Source: an optimization exercise on an open RTL-to-GDS flow (aim: small area). Production flows keep margins and buffers that such runs may drop. Function was checked by simulation only, so behaviour that the tests miss may differ from the original. No activity file was given, so power comes from the tool's default toggle rates.

==> design.v <==
module Counter #(
    parameter COUNT_NUM = 4
    )
    (
    input   clk,
    input   rst_n,
    input   start_i,
    output  done_o,
    output  done_n_o         
    );
    localparam COUNT_LG2 = $clog2(COUNT_NUM);
    localparam IDLE = 2'b00;
    localparam RUN  = 2'b01;
    localparam DONE = 2'b10;
    reg [1:0] c_state, n_state;
    reg [COUNT_LG2-1:0] cnt_num;
    always @(posedge clk, negedge rst_n) begin
        if (!rst_n) begin
            c_state <= IDLE;
        end else begin
            c_state <= n_state;
        end
    end
    always @(*) begin 
        n_state = c_state;   
        case (c_state)
            IDLE    : begin
                if (start_i) begin
                    n_state = RUN;
                end
            end
            RUN     : begin
                if (cnt_num==COUNT_NUM-1) begin
                    n_state = DONE;
                end
            end
            DONE    : begin
                n_state = IDLE;
            end
            default : begin
                n_state = IDLE;
            end
        endcase
    end
    always @(posedge clk, negedge rst_n) begin
        if (!rst_n) begin
            cnt_num <= {(COUNT_LG2){1'b0}};
        end else begin
            case (c_state)
                IDLE    : cnt_num <= {(COUNT_LG2){1'b0}};
                RUN     : cnt_num <= cnt_num + 'd1;
                DONE    : cnt_num <= {(COUNT_LG2){1'b0}};
                default : cnt_num <= {(COUNT_LG2){1'b0}};
            endcase
        end
    end
    reg done_nr;
    always @(posedge clk, negedge rst_n) begin
        if (!rst_n) begin
            done_nr <= 1'b1;
        end else begin
            done_nr <= (n_state!=DONE);
        end
    end
    assign done_o = (c_state==DONE);
    assign done_n_o = done_nr;
endmodule
module PE #(
    parameter DATA_WIDTH = 8,
    parameter WEIGHT_RST = 0
    )
    (
    input                           clk,
    input                           rst_n,
    input   [DATA_WIDTH-1:0]        ifmap_i,     
    input   [DATA_WIDTH-1:0]        weight_i,
    input                           weight_en_i,
    input                           weight_hold_i,   
    input   [15:0]                  lo_n_i,      
    output  [DATA_WIDTH-1:0]        weight_o,
    output  [16:0]                  sum_n_o      
    );
    reg     [DATA_WIDTH-1:0]        weight_r;
    reg     [DATA_WIDTH-1:0]        icopy_r;
    wire    [DATA_WIDTH-1:0]        en_m   = {(DATA_WIDTH){weight_en_i}};
    wire    [DATA_WIDTH-1:0]        hold_m = {(DATA_WIDTH){weight_hold_i}};
    generate
        if (WEIGHT_RST) begin : G_WRST
            always @(posedge clk, negedge rst_n) begin
                if (!rst_n)
                    weight_r <= {(DATA_WIDTH){1'b0}};
                else
                    weight_r <= (weight_i & en_m) | (weight_r & hold_m);
            end
        end else begin : G_WNORST
            always @(posedge clk) begin
                weight_r <= (weight_i & en_m) | (weight_r & hold_m);
            end
        end
    endgenerate
    always @(posedge clk, negedge rst_n) begin
        if (!rst_n)
            icopy_r <= {(DATA_WIDTH){1'b0}};
        else
            icopy_r <= (ifmap_i & en_m) | (icopy_r & hold_m);
    end
    wire [7:0] ppn [0:7];
    genvar g;
    generate
        for (g = 0; g < 8; g = g + 1) begin : G_PP
            assign ppn[g] = ~(icopy_r & {8{weight_r[g]}});
        end
    endgenerate
    wire s1, c2;
    XNOR2 u_s1 (.a(ppn[0][5]), .b(ppn[1][4]), .y(s1));
    assign c2 = ppn[0][5] | ppn[1][4];
    wire s3, c4;
    FA u_s3 (.a(ppn[0][6]), .b(ppn[1][5]), .c(ppn[2][4]), .s(s3), .co(c4));
    wire s5, c6;
    XNOR2 u_s5 (.a(ppn[3][3]), .b(ppn[4][2]), .y(s5));
    assign c6 = ppn[3][3] | ppn[4][2];
    wire s7, c8;
    FA u_s7 (.a(ppn[0][7]), .b(ppn[1][6]), .c(ppn[2][5]), .s(s7), .co(c8));
    wire s9, c10;
    FA u_s9 (.a(ppn[3][4]), .b(ppn[4][3]), .c(ppn[5][2]), .s(s9), .co(c10));
    wire s11, c12;
    XNOR2 u_s11 (.a(ppn[6][1]), .b(ppn[7][0]), .y(s11));
    assign c12 = ppn[6][1] | ppn[7][0];
    wire s13, c14;
    FA u_s13 (.a(ppn[1][7]), .b(ppn[2][6]), .c(ppn[3][5]), .s(s13), .co(c14));
    wire s15, c16;
    FA u_s15 (.a(ppn[4][4]), .b(ppn[5][3]), .c(ppn[6][2]), .s(s15), .co(c16));
    wire s17, c18;
    XNOR2 u_s17 (.a(ppn[7][1]), .b(lo_n_i[8]), .y(s17));
    assign c18 = ppn[7][1] | lo_n_i[8];
    wire s19, c20;
    FA u_s19 (.a(ppn[2][7]), .b(ppn[3][6]), .c(ppn[4][5]), .s(s19), .co(c20));
    wire s21, c22;
    FA u_s21 (.a(ppn[5][4]), .b(ppn[6][3]), .c(ppn[7][2]), .s(s21), .co(c22));
    wire s23, c24;
    FA u_s23 (.a(ppn[3][7]), .b(ppn[4][6]), .c(ppn[5][5]), .s(s23), .co(c24));
    wire s25, c26;
    XNOR2 u_s25 (.a(ppn[0][3]), .b(ppn[1][2]), .y(s25));
    assign c26 = ppn[0][3] | ppn[1][2];
    wire s27, c28;
    FA u_s27 (.a(ppn[0][4]), .b(ppn[1][3]), .c(ppn[2][2]), .s(s27), .co(c28));
    wire s29, c30;
    XNOR2 u_s29 (.a(ppn[3][1]), .b(ppn[4][0]), .y(s29));
    assign c30 = ppn[3][1] | ppn[4][0];
    wire s31, c32;
    FA u_s31 (.a(s1), .b(ppn[2][3]), .c(ppn[3][2]), .s(s31), .co(c32));
    wire s33, c34;
    FA u_s33 (.a(ppn[4][1]), .b(ppn[5][0]), .c(lo_n_i[5]), .s(s33), .co(c34));
    wire s35, c36;
    FA u_s35 (.a(s3), .b(s5), .c(ppn[5][1]), .s(s35), .co(c36));
    wire s37, c38;
    FA u_s37 (.a(ppn[6][0]), .b(lo_n_i[6]), .c(c2), .s(s37), .co(c38));
    wire s39, c40;
    FA u_s39 (.a(s7), .b(s9), .c(s11), .s(s39), .co(c40));
    wire s41, c42;
    FA u_s41 (.a(lo_n_i[7]), .b(c4), .c(c6), .s(s41), .co(c42));
    wire s43, c44;
    FA u_s43 (.a(s13), .b(s15), .c(s17), .s(s43), .co(c44));
    wire s45, c46;
    FA u_s45 (.a(c8), .b(c10), .c(c12), .s(s45), .co(c46));
    wire s47, c48;
    FA u_s47 (.a(s19), .b(s21), .c(lo_n_i[9]), .s(s47), .co(c48));
    wire s49, c50;
    FA u_s49 (.a(c14), .b(c16), .c(c18), .s(s49), .co(c50));
    wire s51, c52;
    FA u_s51 (.a(s23), .b(ppn[6][4]), .c(ppn[7][3]), .s(s51), .co(c52));
    wire s53, c54;
    FA u_s53 (.a(lo_n_i[10]), .b(c20), .c(c22), .s(s53), .co(c54));
    wire s55, c56;
    FA u_s55 (.a(ppn[4][7]), .b(ppn[5][6]), .c(ppn[6][5]), .s(s55), .co(c56));
    wire s57, c58;
    FA u_s57 (.a(ppn[7][4]), .b(lo_n_i[11]), .c(c24), .s(s57), .co(c58));
    wire s59, c60;
    FA u_s59 (.a(ppn[5][7]), .b(ppn[6][6]), .c(ppn[7][5]), .s(s59), .co(c60));
    wire s61, c62;
    XNOR2 u_s61 (.a(ppn[0][2]), .b(ppn[1][1]), .y(s61));
    assign c62 = ppn[0][2] | ppn[1][1];
    wire s63, c64;
    FA u_s63 (.a(s25), .b(ppn[2][1]), .c(ppn[3][0]), .s(s63), .co(c64));
    wire s65, c66;
    FA u_s65 (.a(s27), .b(s29), .c(lo_n_i[4]), .s(s65), .co(c66));
    wire s67, c68;
    FA u_s67 (.a(s31), .b(s33), .c(c28), .s(s67), .co(c68));
    wire s69, c70;
    FA u_s69 (.a(s35), .b(s37), .c(c32), .s(s69), .co(c70));
    wire s71, c72;
    FA u_s71 (.a(s39), .b(s41), .c(c36), .s(s71), .co(c72));
    wire s73, c74;
    FA u_s73 (.a(s43), .b(s45), .c(c40), .s(s73), .co(c74));
    wire s75, c76;
    FA u_s75 (.a(s47), .b(s49), .c(c44), .s(s75), .co(c76));
    wire s77, c78;
    FA u_s77 (.a(s51), .b(s53), .c(c48), .s(s77), .co(c78));
    wire s79, c80;
    FA u_s79 (.a(s55), .b(s57), .c(c52), .s(s79), .co(c80));
    wire s81, c82;
    FA u_s81 (.a(s59), .b(lo_n_i[12]), .c(c56), .s(s81), .co(c82));
    wire s83, c84;
    FA u_s83 (.a(ppn[6][7]), .b(ppn[7][6]), .c(lo_n_i[13]), .s(s83), .co(c84));
    wire s85, c86;
    XNOR2 u_s85 (.a(ppn[0][1]), .b(ppn[1][0]), .y(s85));
    assign c86 = ppn[0][1] | ppn[1][0];
    wire s87, c88;
    FA u_s87 (.a(s61), .b(ppn[2][0]), .c(lo_n_i[2]), .s(s87), .co(c88));
    wire s89, c90;
    FA u_s89 (.a(s63), .b(lo_n_i[3]), .c(c62), .s(s89), .co(c90));
    wire s91, c92;
    FA u_s91 (.a(s65), .b(c26), .c(c64), .s(s91), .co(c92));
    wire s93, c94;
    FA u_s93 (.a(s67), .b(c30), .c(c66), .s(s93), .co(c94));
    wire s95, c96;
    FA u_s95 (.a(s69), .b(c34), .c(c68), .s(s95), .co(c96));
    wire s97, c98;
    FA u_s97 (.a(s71), .b(c38), .c(c70), .s(s97), .co(c98));
    wire s99, c100;
    FA u_s99 (.a(s73), .b(c42), .c(c72), .s(s99), .co(c100));
    wire s101, c102;
    FA u_s101 (.a(s75), .b(c46), .c(c74), .s(s101), .co(c102));
    wire s103, c104;
    FA u_s103 (.a(s77), .b(c50), .c(c76), .s(s103), .co(c104));
    wire s105, c106;
    FA u_s105 (.a(s79), .b(c54), .c(c78), .s(s105), .co(c106));
    wire s107, c108;
    FA u_s107 (.a(s81), .b(c58), .c(c80), .s(s107), .co(c108));
    wire s109, c110;
    FA u_s109 (.a(s83), .b(c60), .c(c82), .s(s109), .co(c110));
    wire s111, c112;
    FA u_s111 (.a(ppn[7][7]), .b(lo_n_i[14]), .c(c84), .s(s111), .co(c112));
    XNOR2 u_s113 (.a(ppn[0][0]), .b(lo_n_i[0]), .y(sum_n_o[0]));
    assign c114 = ppn[0][0] | lo_n_i[0];
    FA u_s115 (.a(s85), .b(lo_n_i[1]), .c(c114), .s(sum_n_o[1]), .co(c116));
    FA u_s117 (.a(s87), .b(c86), .c(c116), .s(sum_n_o[2]), .co(c118));
    FA u_s119 (.a(s89), .b(c88), .c(c118), .s(sum_n_o[3]), .co(c120));
    FA u_s121 (.a(s91), .b(c90), .c(c120), .s(sum_n_o[4]), .co(c122));
    FA u_s123 (.a(s93), .b(c92), .c(c122), .s(sum_n_o[5]), .co(c124));
    FA u_s125 (.a(s95), .b(c94), .c(c124), .s(sum_n_o[6]), .co(c126));
    FA u_s127 (.a(s97), .b(c96), .c(c126), .s(sum_n_o[7]), .co(c128));
    FA u_s129 (.a(s99), .b(c98), .c(c128), .s(sum_n_o[8]), .co(c130));
    FA u_s131 (.a(s101), .b(c100), .c(c130), .s(sum_n_o[9]), .co(c132));
    FA u_s133 (.a(s103), .b(c102), .c(c132), .s(sum_n_o[10]), .co(c134));
    FA u_s135 (.a(s105), .b(c104), .c(c134), .s(sum_n_o[11]), .co(c136));
    FA u_s137 (.a(s107), .b(c106), .c(c136), .s(sum_n_o[12]), .co(c138));
    FA u_s139 (.a(s109), .b(c108), .c(c138), .s(sum_n_o[13]), .co(c140));
    FA u_s141 (.a(s111), .b(c110), .c(c140), .s(sum_n_o[14]), .co(c142));
    FA u_s143 (.a(lo_n_i[15]), .b(c112), .c(c142), .s(sum_n_o[15]), .co(sum_n_o[16]));
    assign weight_o = weight_r;
endmodule
module PE_LAST #(
    parameter DATA_WIDTH = 8,
    parameter WEIGHT_RST = 0
    )
    (
    input                           clk,
    input                           rst_n,
    input   [DATA_WIDTH-1:0]        ifmap_i,     
    input   [DATA_WIDTH-1:0]        weight_i,
    input                           weight_en_i,
    input                           weight_hold_i,   
    input   [15:0]                  lo_n_i,      
    output  [DATA_WIDTH-1:0]        weight_o,
    output  [16:0]                  sum_n_o      
    );
    reg     [DATA_WIDTH-1:0]        weight_r;
    reg     [DATA_WIDTH-1:0]        icopy_r;
    wire    [DATA_WIDTH-1:0]        en_m   = {(DATA_WIDTH){weight_en_i}};
    wire    [DATA_WIDTH-1:0]        hold_m = {(DATA_WIDTH){weight_hold_i}};
    generate
        if (WEIGHT_RST) begin : G_WRST
            always @(posedge clk, negedge rst_n) begin
                if (!rst_n)
                    weight_r <= {(DATA_WIDTH){1'b0}};
                else
                    weight_r <= (weight_i & en_m) | (weight_r & hold_m);
            end
        end else begin : G_WNORST
            always @(posedge clk) begin
                weight_r <= (weight_i & en_m) | (weight_r & hold_m);
            end
        end
    endgenerate
    always @(posedge clk, negedge rst_n) begin
        if (!rst_n)
            icopy_r <= {(DATA_WIDTH){1'b0}};
        else
            icopy_r <= (ifmap_i & en_m) | (icopy_r & hold_m);
    end
    wire [7:0] ppn [0:7];
    genvar g;
    generate
        for (g = 0; g < 8; g = g + 1) begin : G_PP
            assign ppn[g] = ~(icopy_r & {8{weight_r[g]}});
        end
    endgenerate
    wire s145, c146;
    XNOR2 u_s145 (.a(ppn[0][5]), .b(ppn[1][4]), .y(s145));
    assign c146 = ppn[0][5] | ppn[1][4];
    wire s147, c148;
    FA u_s147 (.a(ppn[0][6]), .b(ppn[1][5]), .c(ppn[2][4]), .s(s147), .co(c148));
    wire s149, c150;
    XNOR2 u_s149 (.a(ppn[3][3]), .b(ppn[4][2]), .y(s149));
    assign c150 = ppn[3][3] | ppn[4][2];
    wire s151, c152;
    FA u_s151 (.a(ppn[0][7]), .b(ppn[1][6]), .c(ppn[2][5]), .s(s151), .co(c152));
    wire s153, c154;
    FA u_s153 (.a(ppn[3][4]), .b(ppn[4][3]), .c(ppn[5][2]), .s(s153), .co(c154));
    wire s155, c156;
    XNOR2 u_s155 (.a(ppn[6][1]), .b(ppn[7][0]), .y(s155));
    assign c156 = ppn[6][1] | ppn[7][0];
    wire s157, c158;
    FA u_s157 (.a(ppn[1][7]), .b(ppn[2][6]), .c(ppn[3][5]), .s(s157), .co(c158));
    wire s159, c160;
    FA u_s159 (.a(ppn[4][4]), .b(ppn[5][3]), .c(ppn[6][2]), .s(s159), .co(c160));
    wire s161, c162;
    XNOR2 u_s161 (.a(ppn[7][1]), .b(lo_n_i[8]), .y(s161));
    assign c162 = ppn[7][1] | lo_n_i[8];
    wire s163, c164;
    FA u_s163 (.a(ppn[2][7]), .b(ppn[3][6]), .c(ppn[4][5]), .s(s163), .co(c164));
    wire s165, c166;
    FA u_s165 (.a(ppn[5][4]), .b(ppn[6][3]), .c(ppn[7][2]), .s(s165), .co(c166));
    wire s167, c168;
    FA u_s167 (.a(ppn[3][7]), .b(ppn[4][6]), .c(ppn[5][5]), .s(s167), .co(c168));
    wire s169, c170;
    XNOR2 u_s169 (.a(ppn[0][3]), .b(ppn[1][2]), .y(s169));
    assign c170 = ppn[0][3] | ppn[1][2];
    wire s171, c172;
    FA u_s171 (.a(ppn[0][4]), .b(ppn[1][3]), .c(ppn[2][2]), .s(s171), .co(c172));
    wire s173, c174;
    XNOR2 u_s173 (.a(ppn[3][1]), .b(ppn[4][0]), .y(s173));
    assign c174 = ppn[3][1] | ppn[4][0];
    wire s175, c176;
    FA u_s175 (.a(s145), .b(ppn[2][3]), .c(ppn[3][2]), .s(s175), .co(c176));
    wire s177, c178;
    FA u_s177 (.a(ppn[4][1]), .b(ppn[5][0]), .c(lo_n_i[5]), .s(s177), .co(c178));
    wire s179, c180;
    FA u_s179 (.a(s147), .b(s149), .c(ppn[5][1]), .s(s179), .co(c180));
    wire s181, c182;
    FA u_s181 (.a(ppn[6][0]), .b(lo_n_i[6]), .c(c146), .s(s181), .co(c182));
    wire s183, c184;
    FA u_s183 (.a(s151), .b(s153), .c(s155), .s(s183), .co(c184));
    wire s185, c186;
    FA u_s185 (.a(lo_n_i[7]), .b(c148), .c(c150), .s(s185), .co(c186));
    wire s187, c188;
    FA u_s187 (.a(s157), .b(s159), .c(s161), .s(s187), .co(c188));
    wire s189, c190;
    FA u_s189 (.a(c152), .b(c154), .c(c156), .s(s189), .co(c190));
    wire s191, c192;
    FA u_s191 (.a(s163), .b(s165), .c(lo_n_i[9]), .s(s191), .co(c192));
    wire s193, c194;
    FA u_s193 (.a(c158), .b(c160), .c(c162), .s(s193), .co(c194));
    wire s195, c196;
    FA u_s195 (.a(s167), .b(ppn[6][4]), .c(ppn[7][3]), .s(s195), .co(c196));
    wire s197, c198;
    FA u_s197 (.a(lo_n_i[10]), .b(c164), .c(c166), .s(s197), .co(c198));
    wire s199, c200;
    FA u_s199 (.a(ppn[4][7]), .b(ppn[5][6]), .c(ppn[6][5]), .s(s199), .co(c200));
    wire s201, c202;
    FA u_s201 (.a(ppn[7][4]), .b(lo_n_i[11]), .c(c168), .s(s201), .co(c202));
    wire s203, c204;
    FA u_s203 (.a(ppn[5][7]), .b(ppn[6][6]), .c(ppn[7][5]), .s(s203), .co(c204));
    wire s205, c206;
    XNOR2 u_s205 (.a(ppn[0][2]), .b(ppn[1][1]), .y(s205));
    assign c206 = ppn[0][2] | ppn[1][1];
    wire s207, c208;
    FA u_s207 (.a(s169), .b(ppn[2][1]), .c(ppn[3][0]), .s(s207), .co(c208));
    wire s209, c210;
    FA u_s209 (.a(s171), .b(s173), .c(lo_n_i[4]), .s(s209), .co(c210));
    wire s211, c212;
    FA u_s211 (.a(s175), .b(s177), .c(c172), .s(s211), .co(c212));
    wire s213, c214;
    FA u_s213 (.a(s179), .b(s181), .c(c176), .s(s213), .co(c214));
    wire s215, c216;
    FA u_s215 (.a(s183), .b(s185), .c(c180), .s(s215), .co(c216));
    wire s217, c218;
    FA u_s217 (.a(s187), .b(s189), .c(c184), .s(s217), .co(c218));
    wire s219, c220;
    FA u_s219 (.a(s191), .b(s193), .c(c188), .s(s219), .co(c220));
    wire s221, c222;
    FA u_s221 (.a(s195), .b(s197), .c(c192), .s(s221), .co(c222));
    wire s223, c224;
    FA u_s223 (.a(s199), .b(s201), .c(c196), .s(s223), .co(c224));
    wire s225, c226;
    FA u_s225 (.a(s203), .b(lo_n_i[12]), .c(c200), .s(s225), .co(c226));
    wire s227, c228;
    FA u_s227 (.a(ppn[6][7]), .b(ppn[7][6]), .c(lo_n_i[13]), .s(s227), .co(c228));
    wire s229, c230;
    XNOR2 u_s229 (.a(ppn[0][1]), .b(ppn[1][0]), .y(s229));
    assign c230 = ppn[0][1] | ppn[1][0];
    wire s231, c232;
    FA u_s231 (.a(s205), .b(ppn[2][0]), .c(lo_n_i[2]), .s(s231), .co(c232));
    wire s233, c234;
    FA u_s233 (.a(s207), .b(lo_n_i[3]), .c(c206), .s(s233), .co(c234));
    wire s235, c236;
    FA u_s235 (.a(s209), .b(c170), .c(c208), .s(s235), .co(c236));
    wire s237, c238;
    FA u_s237 (.a(s211), .b(c174), .c(c210), .s(s237), .co(c238));
    wire s239, c240;
    FA u_s239 (.a(s213), .b(c178), .c(c212), .s(s239), .co(c240));
    wire s241, c242;
    FA u_s241 (.a(s215), .b(c182), .c(c214), .s(s241), .co(c242));
    wire s243, c244;
    FA u_s243 (.a(s217), .b(c186), .c(c216), .s(s243), .co(c244));
    wire s245, c246;
    FA u_s245 (.a(s219), .b(c190), .c(c218), .s(s245), .co(c246));
    wire s247, c248;
    FA u_s247 (.a(s221), .b(c194), .c(c220), .s(s247), .co(c248));
    wire s249, c250;
    FA u_s249 (.a(s223), .b(c198), .c(c222), .s(s249), .co(c250));
    wire s251, c252;
    FA u_s251 (.a(s225), .b(c202), .c(c224), .s(s251), .co(c252));
    wire s253, c254;
    FA u_s253 (.a(s227), .b(c204), .c(c226), .s(s253), .co(c254));
    wire s255, c256;
    FA u_s255 (.a(ppn[7][7]), .b(lo_n_i[14]), .c(c228), .s(s255), .co(c256));
    wire s257, c258;
    XNOR2 u_s257 (.a(ppn[0][0]), .b(lo_n_i[0]), .y(s257));
    assign c258 = ppn[0][0] | lo_n_i[0];
    wire s259, c260;
    FA u_s259 (.a(s229), .b(lo_n_i[1]), .c(c258), .s(s259), .co(c260));
    wire s261, c262;
    FA u_s261 (.a(s231), .b(c230), .c(c260), .s(s261), .co(c262));
    wire s263, c264;
    FA u_s263 (.a(s233), .b(c232), .c(c262), .s(s263), .co(c264));
    wire s265, c266;
    FA u_s265 (.a(s235), .b(c234), .c(c264), .s(s265), .co(c266));
    wire s267, c268;
    FA u_s267 (.a(s237), .b(c236), .c(c266), .s(s267), .co(c268));
    wire s269, c270;
    FA u_s269 (.a(s239), .b(c238), .c(c268), .s(s269), .co(c270));
    wire s271, c272;
    FA u_s271 (.a(s241), .b(c240), .c(c270), .s(s271), .co(c272));
    wire s273, c274;
    XNOR2 u_s273 (.a(s243), .b(c242), .y(s273));
    assign c274 = s243 | c242;
    wire s275, c276;
    FA u_s275 (.a(s245), .b(c244), .c(c274), .s(s275), .co(c276));
    wire s277, c278;
    FA u_s277 (.a(s247), .b(c246), .c(c276), .s(s277), .co(c278));
    wire s279, c280;
    FA u_s279 (.a(s249), .b(c248), .c(c278), .s(s279), .co(c280));
    wire s281, c282;
    FA u_s281 (.a(s251), .b(c250), .c(c280), .s(s281), .co(c282));
    wire s283, c284;
    FA u_s283 (.a(s253), .b(c252), .c(c282), .s(s283), .co(c284));
    wire s285, c286;
    FA u_s285 (.a(s255), .b(c254), .c(c284), .s(s285), .co(c286));
    wire s287, c288;
    FA u_s287 (.a(lo_n_i[15]), .b(c256), .c(c286), .s(s287), .co(c288));
    wire s289, c290;
    assign s289 = s243 ^ c242;
    assign c290 = s243 & c242;
    wire s291, c292;
    FA u_s291 (.a(s245), .b(c244), .c(c290), .s(s291), .co(c292));
    wire s293, c294;
    FA u_s293 (.a(s247), .b(c246), .c(c292), .s(s293), .co(c294));
    wire s295, c296;
    FA u_s295 (.a(s249), .b(c248), .c(c294), .s(s295), .co(c296));
    wire s297, c298;
    FA u_s297 (.a(s251), .b(c250), .c(c296), .s(s297), .co(c298));
    wire s299, c300;
    FA u_s299 (.a(s253), .b(c252), .c(c298), .s(s299), .co(c300));
    wire s301, c302;
    FA u_s301 (.a(s255), .b(c254), .c(c300), .s(s301), .co(c302));
    wire s303, c304;
    FA u_s303 (.a(lo_n_i[15]), .b(c256), .c(c302), .s(s303), .co(c304));
    assign sum_n_o[0] = s257;
    assign sum_n_o[1] = s259;
    assign sum_n_o[2] = s261;
    assign sum_n_o[3] = s263;
    assign sum_n_o[4] = s265;
    assign sum_n_o[5] = s267;
    assign sum_n_o[6] = s269;
    assign sum_n_o[7] = s271;
    assign sum_n_o[8] = c272 ? s273 : s289;
    assign sum_n_o[9] = c272 ? s275 : s291;
    assign sum_n_o[10] = c272 ? s277 : s293;
    assign sum_n_o[11] = c272 ? s279 : s295;
    assign sum_n_o[12] = c272 ? s281 : s297;
    assign sum_n_o[13] = c272 ? s283 : s299;
    assign sum_n_o[14] = c272 ? s285 : s301;
    assign sum_n_o[15] = c272 ? s287 : s303;
    assign sum_n_o[16] = c272 ? c288 : c304;
    assign weight_o = weight_r;
endmodule
module FA (input a, input b, input c, output s, output co);
    assign s  = a ^ b ^ c;
    assign co = (a & b) | (a & c) | (b & c);
endmodule
module XNOR2 (input a, input b, output y);
    assign y = ~(a ^ b);
endmodule
module SA #(
    parameter PE_SIZE       = 8,
    parameter DATA_WIDTH    = 8,
    parameter PSUM_WIDTH    = 32
    )
    (
    input clk,
    input rst_n,
    input   [DATA_WIDTH*PE_SIZE-1:0]    ifmap_row_i,
    input   [DATA_WIDTH*PE_SIZE-1:0]    weight_col_i,
    input   [PSUM_WIDTH*PE_SIZE-1:0]    psum_row_i,
    input                               ifmap_preload_i,
    input   [PE_SIZE-1:0]               weight_en_col_i,
    input   [PE_SIZE-1:0]               psum_en_row_i,
    output  [DATA_WIDTH*PE_SIZE-1:0]    ifmap_row_o,
    output  [DATA_WIDTH*PE_SIZE-1:0]    weight_col_o,
    output  [PSUM_WIDTH*PE_SIZE-1:0]    psum_row_o,
    output  [PE_SIZE-1:0]               weight_en_col_o,
    output  [PE_SIZE-1:0]               psum_en_row_o
    );
    localparam N  = PE_SIZE;
    localparam DW = DATA_WIDTH;
    localparam HW = PSUM_WIDTH - 16;      
    localparam CW = $clog2(N);            
    wire preload_done_w;
    wire preload_ndone_w;     
    Counter #(
        .COUNT_NUM ( PE_SIZE-1 )
    ) u_Counter (
        .clk     ( clk              ),
        .rst_n   ( rst_n            ),
        .start_i ( ifmap_preload_i  ),
        .done_o  ( preload_done_w   ),
        .done_n_o( preload_ndone_w  )
    );
    reg preload_r;
    always @(posedge clk, negedge rst_n) begin
        if (!rst_n)
            preload_r <= 1'b0;
        else if (ifmap_preload_i)
            preload_r <= 1'b1;
        else if (preload_done_w)
            preload_r <= 1'b0;
    end
    reg preload_rb;
    always @(posedge clk, negedge rst_n) begin
        if (!rst_n)
            preload_rb <= 1'b1;
        else if (ifmap_preload_i)
            preload_rb <= 1'b0;
        else if (!preload_ndone_w)
            preload_rb <= 1'b1;
    end
    wire ifmap_en_w   = (!preload_done_w) & (ifmap_preload_i | preload_r);
    wire ifmap_hold_w = (!preload_ndone_w) | (!ifmap_preload_i & preload_rb);
    genvar j, k;
    generate
        for (j = 0; j < N; j = j + 1) begin : G_LANE
            reg  [DW-1:0] ifmap_r [0:N-1];
            reg  [N-1:0]  pen_r;
            reg           pen_hold_r;
            wire [15:0]   lo_q  [0:N-1];
            wire [HW-1:0] hi_q  [0:N-1];
            wire [CW-1:0] cnt_q [0:N-1];
            wire [16:0]   sum_w [0:N-1];
            always @(posedge clk, negedge rst_n) begin
                if (!rst_n)
                    pen_r <= {N{1'b0}};
                else
                    pen_r <= {pen_r[N-2:0], psum_en_row_i[N-1-j]};
            end
            always @(posedge clk, negedge rst_n) begin
                if (!rst_n)
                    pen_hold_r <= 1'b1;
                else
                    pen_hold_r <= !pen_r[N-3];
            end
            for (k = 0; k < N; k = k + 1) begin : G_STAGE
                always @(posedge clk, negedge rst_n) begin
                    if (!rst_n)
                        ifmap_r[k] <= {DW{1'b0}};
                    else
                        ifmap_r[k] <= (((k == 0) ? ifmap_row_i[DW*(N-j)-1 -: DW] : ifmap_r[k-1 < 0 ? 0 : k-1]) & {DW{ifmap_en_w}})
                                    | (ifmap_r[k] & {DW{ifmap_hold_w}});
                end
                if (k < N-1) begin : G_MID
                    localparam KW = (k == 0) ? 1 : $clog2(k+1);
                    reg [15:0]   lo_r;
                    reg [HW-1:0] hi_r;
                    reg [KW-1:0] c_r;
                    always @(posedge clk) begin
                        if (k == 0) begin
                            lo_r <= ~psum_row_i[PSUM_WIDTH*(N-j)-1-HW -: 16];
                            hi_r <= psum_row_i[PSUM_WIDTH*(N-j)-1 -: HW];
                            c_r  <= {KW{1'b0}};
                        end else begin
                            lo_r <= G_STAGE[k-1 < 0 ? 0 : k-1].G_MID.lo_n;
                            hi_r <= hi_q[k-1 < 0 ? 0 : k-1];
                            c_r  <= G_STAGE[k-1 < 0 ? 0 : k-1].G_MID.c_n[KW-1:0];
                        end
                    end
                    wire [15:0]  lo_n = sum_w[k][15:0];
                    wire [KW:0]  c_n  = c_r + !sum_w[k][16];
                    assign lo_q[k]  = lo_r;
                    assign hi_q[k]  = hi_r;
                    assign cnt_q[k] = c_r;
                end else begin : G_LAST
                    reg [15:0]   lo_r;
                    reg [HW-1:0] hi_r;
                    reg [CW-1:0] c_r;
                    always @(posedge clk, negedge rst_n) begin
                        if (!rst_n) begin
                            lo_r <= 16'hffff;
                            hi_r <= {HW{1'b0}};
                            c_r  <= {CW{1'b0}};
                        end else begin
                            lo_r <= (G_STAGE[N-2].G_MID.lo_n & {16{pen_r[N-2]}}) | (lo_r & {16{pen_hold_r}});
                            hi_r <= (hi_q[N-2] & {HW{pen_r[N-2]}}) | (hi_r & {HW{pen_hold_r}});
                            c_r  <= (G_STAGE[N-2].G_MID.c_n[CW-1:0] & {CW{pen_r[N-2]}}) | (c_r & {CW{pen_hold_r}});
                        end
                    end
                    assign lo_q[k]  = lo_r;
                    assign hi_q[k]  = hi_r;
                    assign cnt_q[k] = c_r;
                    wire [HW-1:0] hi_c = hi_r + c_r;
                    assign psum_row_o[PSUM_WIDTH*(N-j)-1 -: PSUM_WIDTH] =
                        {hi_c + !sum_w[k][16], ~sum_w[k][15:0]};
                end
            end
            assign ifmap_row_o[DW*(N-j)-1 -: DW] = ifmap_r[N-1];
            assign psum_en_row_o[N-1-j] = pen_r[N-1];
        end
        for (k = 0; k < N; k = k + 1) begin : G_COL
            reg  [N-1:0]  wen_r;
            reg  [N-1:0]  wen_hold_r;    
            wire [DW-1:0] w_q [0:N-1];
            always @(posedge clk, negedge rst_n) begin
                if (!rst_n)
                    wen_r <= {N{1'b0}};
                else
                    wen_r <= {wen_r[N-2:0], weight_en_col_i[N-1-k]};
            end
            always @(posedge clk, negedge rst_n) begin
                if (!rst_n)
                    wen_hold_r <= {N{1'b1}};
                else
                    wen_hold_r <= ~{wen_r[N-2:0], weight_en_col_i[N-1-k]};
            end
            for (j = 0; j < N; j = j + 1) begin : G_PE
                if (k < N-1) begin : G_MIDPE
                    PE #(
                        .DATA_WIDTH ( DW ),
                        .WEIGHT_RST ( j == N-1 )
                    ) PE_INST (
                        .clk         ( clk ),
                        .rst_n       ( rst_n ),
                        .ifmap_i     ( G_LANE[j].ifmap_r[k] ),
                        .weight_i    ( (j == 0) ? weight_col_i[DW*(N-k)-1 -: DW] : w_q[j == 0 ? 0 : j-1] ),
                        .weight_en_i ( (j == 0) ? weight_en_col_i[N-1-k] : wen_r[j == 0 ? 0 : j-1] ),
                        .weight_hold_i ( (j == 0) ? !weight_en_col_i[N-1-k] : wen_hold_r[j == 0 ? 0 : j-1] ),
                        .lo_n_i      ( G_LANE[j].lo_q[k] ),
                        .weight_o    ( w_q[j] ),
                        .sum_n_o     ( G_LANE[j].sum_w[k] )
                    );
                end else begin : G_LASTPE
                    PE_LAST #(
                        .DATA_WIDTH ( DW ),
                        .WEIGHT_RST ( j == N-1 )
                    ) PE_INST (
                        .clk         ( clk ),
                        .rst_n       ( rst_n ),
                        .ifmap_i     ( G_LANE[j].ifmap_r[k] ),
                        .weight_i    ( (j == 0) ? weight_col_i[DW*(N-k)-1 -: DW] : w_q[j == 0 ? 0 : j-1] ),
                        .weight_en_i ( (j == 0) ? weight_en_col_i[N-1-k] : wen_r[j == 0 ? 0 : j-1] ),
                        .weight_hold_i ( (j == 0) ? !weight_en_col_i[N-1-k] : wen_hold_r[j == 0 ? 0 : j-1] ),
                        .lo_n_i      ( G_LANE[j].lo_q[k] ),
                        .weight_o    ( w_q[j] ),
                        .sum_n_o     ( G_LANE[j].sum_w[k] )
                    );
                end
            end
            assign weight_col_o[DW*(N-k)-1 -: DW] = w_q[N-1];
            assign weight_en_col_o[N-1-k] = wen_r[N-1];
        end
    endgenerate
endmodule
==> run.sh <==
#!/bin/bash
# synth_recipe.tcl (not shown) runs the flow's synth.tcl, then flattens the netlist and writes it again
# the make line also repeats each setting of config.mk as NAME=value (left out here)
make -C /OpenROAD-flow-scripts/flow DESIGN_CONFIG=/design/flow/config.mk WORK_HOME=/design/flow/orfs CLKGATE_MAP_FILE= SYNTH_SCRIPT=/design/flow/synth_recipe.tcl finish
==> config.mk <==
export PLATFORM = sky130hd
export DESIGN_NAME = SA
export DESIGN_NICKNAME = SA
export VERILOG_FILES = /design/flow/design.v
export SDC_FILE = /design/flow/constraint.sdc
export NUM_CORES = 4
export LEC_CHECK = 0
export CAP_MARGIN = 20
export CORE_MARGIN = 2
export CORE_UTILIZATION = 35
export CTS_BUF_LIST = sky130_fd_sc_hd__clkbuf_8
export PLACE_DENSITY = 0.55
export SLEW_MARGIN = 20
export SYNTH_HIERARCHICAL = 1
==> constraint.sdc <==
create_clock -name core_clock -period 10.0 [get_ports {clk}]
set_input_delay 2.0000 -clock core_clock [delete_from_list [all_inputs] [get_ports {clk}]]
set_output_delay 2.0000 -clock core_clock [all_outputs]
set_load 0.01 [all_outputs]
==> run summary <==
layer usage:
| metal | part of all wire (%) | routed length (µm) | GRT usage, % | up-vias |
|---|---|---|---|---|
| li1 | - | - | - | 57656 |
| met1 | 39 | 221000 | 22.0 | 70688 |
| met3 | 4.7 | 26600 | 2.47 | 966 |
| met4 | 2.8 | 16100 | 4.70 | 16 |
| met2 | 54 | 306000 | 31.9 | 3473 |
| met5 | 0.020 | 113 | 0 | - |
Yosys cell counts, drive strengths merged (3+ instances only):
master   count  share of area [%]
nand2     4134                6.9
fa        4096                 37
dfxtp     2352                 21
a22o      1816                7.1
dfrtp     1374                 15
buf       1280                3.6
xnor2      665                2.6
nand4      467                1.3
inv        445               0.74
clkbuf     265               0.44
dfstp      194                2.3
nand3b     131               0.44
ha         114               0.64
mux2        72               0.36
xor2        63               0.25
nand3       26              0.060
nor2        24              0.041
a21oi       14              0.038
and3        13              0.037
nand2b      10              0.028
and4         9              0.035
nor2b        9              0.025
o21ai        7              0.017
nor3         5              0.013
and2         4              0.011
o211ai       4              0.013
a211oi       3              0.015
a21o         3              0.010
o2111ai      3              0.012
o211a        3              0.013
critical path, stage by stage, from the launching register on:
cell     delay, ps
dfrtp_1        430
buf_4          140
buf_6           80
nand2_1         60
fa_1           430
fa_1           560
fa_2           460
fa_2           440
inv_1           80
ha_1           140
inv_1           50
fa_2           350
fa_2           370
fa_2           340
fa_2           350
fa_2           350
fa_2           340
fa_2           330
mux2_4         300
fa_2           390
fa_2           390
nor2b_4        130
o211a_4        190
buf_6          100
nand4_1        110
xnor2_1        150
buf_2          140
metrics by stage:
| stage | instances | util [%] | power, µW | setup TNS, ps | hold slack, ps |
|---|---|---|---|---|---|
| 6_report | 26988 | 39.7 | 101000 | -13220 | 301 |
| 5_1_grt | 26979 | 39.7 | 112000 | -46620 | 285 |
| 4_1_cts | 26940 | 39.6 | 105000 | -32680 | 296 |
| 3_5_place_dp | 25520 | 37.0 | 87700 | -1060 | 312 |
| 3_3_place_gp | 25520 | 37.0 | 87100 | -108 | 310 |
| 2_1_floorplan | 17614 | - | 63900 | 0 | 310 |
logic make-up after synthesis:
kind of cell               after synthesis  share of synthesized area [%]
and+or+nand+nor                       4839                           8.95
adders and majority gates             4210                           37.2
DFF                                   3920                           38.6
buffers and inverters                 1990                           4.80
AOI/OAI and AO/OA                     1855                           7.23
xor gates and xnor gates               728                           2.84
muxes                                   72                          0.362
registers in the layout, indices dropped and copies added (netlist names), 2 cells and up:
name	count
G_LANE.ifmap_r	512
G_LANE.G_STAGE.G_MID.lo_r	896
G_LANE.G_STAGE.G_MID.c_r	112
G_LANE.pen_r	64
G_LANE.G_STAGE.G_MID.hi_r	896
G_LANE.G_STAGE.G_LAST.hi_r	128
G_COL.wen_r	64
G_COL.G_PE.G_LASTPE.PE_INST.icopy_r	64
G_COL.wen_hold_r	56
u_Counter.cnt_num	3
u_Counter.c_state	2
G_COL.G_PE.G_MIDPE.PE_INST.icopy_r	448
G_COL.G_PE.G_MIDPE.PE_INST.weight_r	448
G_LANE.G_STAGE.G_LAST.lo_r	128
G_LANE.pen_hold_r	8
G_COL.G_PE.G_LASTPE.PE_INST.weight_r	64
G_LANE.G_STAGE.G_LAST.c_r	24
Yosys stat by module, one instance, submodules excluded, a selection:
| module | times used | cells | area, µm² |
|---|---|---|---|
| SA | 1 | 4746 | 76400 |
| FA | 4080 | 1 | 20.0 |
| XNOR2 | 584 | 1 | 8.76 |
area by class of cell:
class | instances | area share, %
multi-input cells | 11704 | 50.6
flip-flops and latches | 3920 | 34.2
clock buffers | 865 | 4.70
repair buffers | 1177 | 4.28
well taps | 8407 | 4.15
clock inverters | 459 | 1.36
inverters | 445 | 0.660
diodes | 11 | 0.0109
power by group through the flow:
stage	Sequential [µW]	Clock, µW	Combinational (µW)
2_1_floorplan	23400	0	40400
3_3_place_gp	28400	0	58700
3_5_place_dp	28400	0	59300
4_1_cts	28100	16700	60300
5_1_grt	28600	17400	66000
6_report	27900	16100	57100
worst min-delay path by stage:
stage | slack (ps) | end
after floorplan | 310 | G_LANE[0].G_STAGE[1].G_MID.hi_r[0]
after global placement | 310 | G_LANE[6].G_STAGE[2].G_MID.hi_r[1]
after detailed placement | 310 | G_LANE[7].G_STAGE[1].G_MID.hi_r[3]
after CTS | 300 | G_LANE[4].G_STAGE[1].G_MID.hi_r[13]
after global routing | 280 | G_LANE[4].G_STAGE[1].G_MID.hi_r[13]
final | 300 | G_LANE[1].G_STAGE[4].G_MID.hi_r[12]
timing repair:
| action | in CTS | in global routing |
|---|---|---|
| cloned | 0 | 0 |
| pin swaps | 182 | 117 |
| setup endpoints to repair | 136 | 123 |
| gates resized for setup | 837 | 183 |
| buffers inserted | 96 | 42 |
| hold buffers | 0 | 0 |
==> flow_summary.json <==
{
  "status": "failed layout checks",
  "failed_checks": "negative setup slack",
  "cp-start-kind": "flop",
  "report.final.hold_viol_count": 0,
  "clkTransAtPathRegs_ps": 60,
  "tightest_slew_ps": 1030,
  "drc": 0,
  "power_frac_clock_pct": 15.9,
  "end_kind": "primary output",
  "fmax_ghz": 0.0956,
  "drv_slew": 0,
  "r2r_setup_slack_ps": 1680,
  "clk_latency_ps": 1290,
  "powerDensity_mw_per_mm2": 399,
  "hpwl_um": 423000,
  "p_switching_uw": 42600,
  "drtIter0Drc": 7859,
  "synth_nets": 22227,
  "viasPerCell": 4.92,
  "clock_sinks": 3920,
  "p_seq_share_pct": 27.6,
  "ys_types": 52,
  "dp_slack_ps": -223,
  "seq_area_mm2": 0.0867,
  "synth-seq-area-share_pct": 38.6,
  "yosys_most_used_dff": "dfxtp_1",
  "wirelength_um": 569000,
  "dieArea_mm2": 0.647,
  "fp.dieW_um": 804,
  "cts_inserted_buffers": 706,
  "ys_seq_elements": 3920,
  "worstPathRequired_ps": 8000,
  "r2r_start": "G_COL[6].G_PE[4].G_MIDPE.PE_INST.weight_r[1]",
  "cts-htree-levels": 6,
  "synth_edf_count": 0,
  "p_leak_uw": 0.0910,
  "reg2reg_to": "G_LANE[4].G_STAGE[7].G_LAST.c_r[2]",
  "area_delta_synth_final_pct": 13.0,
  "final_common_cell": "nand2_1",
  "async_flop_share_pct": 40.0,
  "skew_ps": 66.9,
  "min_path_cells": 0,
  "sw_frac_of_total_pct": 42.1,
  "first_global_vias": 145781,
  "dr.pass1.iters": 6,
  "start_util_pct": 35.2,
  "antenna_found_initial": 43,
  "yosys_warnings": 88,
  "syn_area_mm2": 0.224,
  "grt.total_usage_pct": 17.6,
  "numPortBuffers": 802,
  "ir_drop_mv": 0.946,
  "intPower_uw": 58500,
  "crit_fanout": 4,
  "ioPinCount": 803,
  "final-setup-viol-count": 79,
  "die_height_um": 804,
  "min_from": "G_LANE[1].G_STAGE[3].G_MID.hi_r[12]",
  "place_area_mm2": 0.236,
  "core_mm2": 0.638,
  "grt_pass1_wl_um": 889000,
  "post-route-min-period_ps": 10460,
  "drv_cap": 0,
  "fin_ws_ps": -455,
  "post_drt_wl_per_cell_um": 21.1,
  "vias": 132799,
  "syn_inst": 17614,
  "cts_tree": "yes",
  "layout_common_cells": "nand2_1 (4,091), fa_1 (3,924), dfxtp_1 (2,315)",
  "relSlewSlack_pct": 31.5,
  "power.share.combinational_pct": 56.5,
  "rsz0062_at_grt": "true",
  "nets": 22567,
  "rows": 293,
  "grt_start_max_net_pins": 141,
  "grt_overflow": 0,
  "place_congestion": 0.830,
  "worstSetupPathType": "reg -> out",
  "hold_path_class": "reg -> reg",
  "multi_input_area_mm2": 0.128,
  "arrival_ps": 8460,
  "final_area_mm2": 0.253,
  "reg2reg_depth": 22,
  "fin_crit_sh_pct": 105,
  "final_antenna_net_count": 0,
  "synth_area_per_cell_um2": 12.7,
  "n_fill_cell": 60224,
  "crit_start": "G_COL[7].G_PE[7].G_LASTPE.PE_INST.weight_r[1]",
  "crit_end": "psum_row_o[26]",
  "layout-drive-gt1-share_pct": 12.1,
  "clk_path_buf_depth": 4,
  "clock-root-buffer": "clkbuf_8"
}

==> static timing again, ports no longer ideal <==
In the flow no input, the clock included, has a driving cell. The finished layout below was timed again as built, in two steps.
Step 1, drivers: a clkbuf_16 drives clk and a buf_2 each remaining input, both assumed.
Step 2 also shifts input and output timing later by t, the mid clock arrival at the registers, as if the neighbouring blocks saw the same clock.
Three values: no drivers, after step 1, after step 2; two values: the first two.
t, ns: 1.373
setup WS [ns]: -0.455 / -0.581 / 0.792
latest minus earliest clock arrival (ns): 0.093 / 0.093
worst slew at a driven data input, ns: 0.20
The setup slack of this run moves by -0.126 ns with the drivers and by +1.247 ns with both steps.
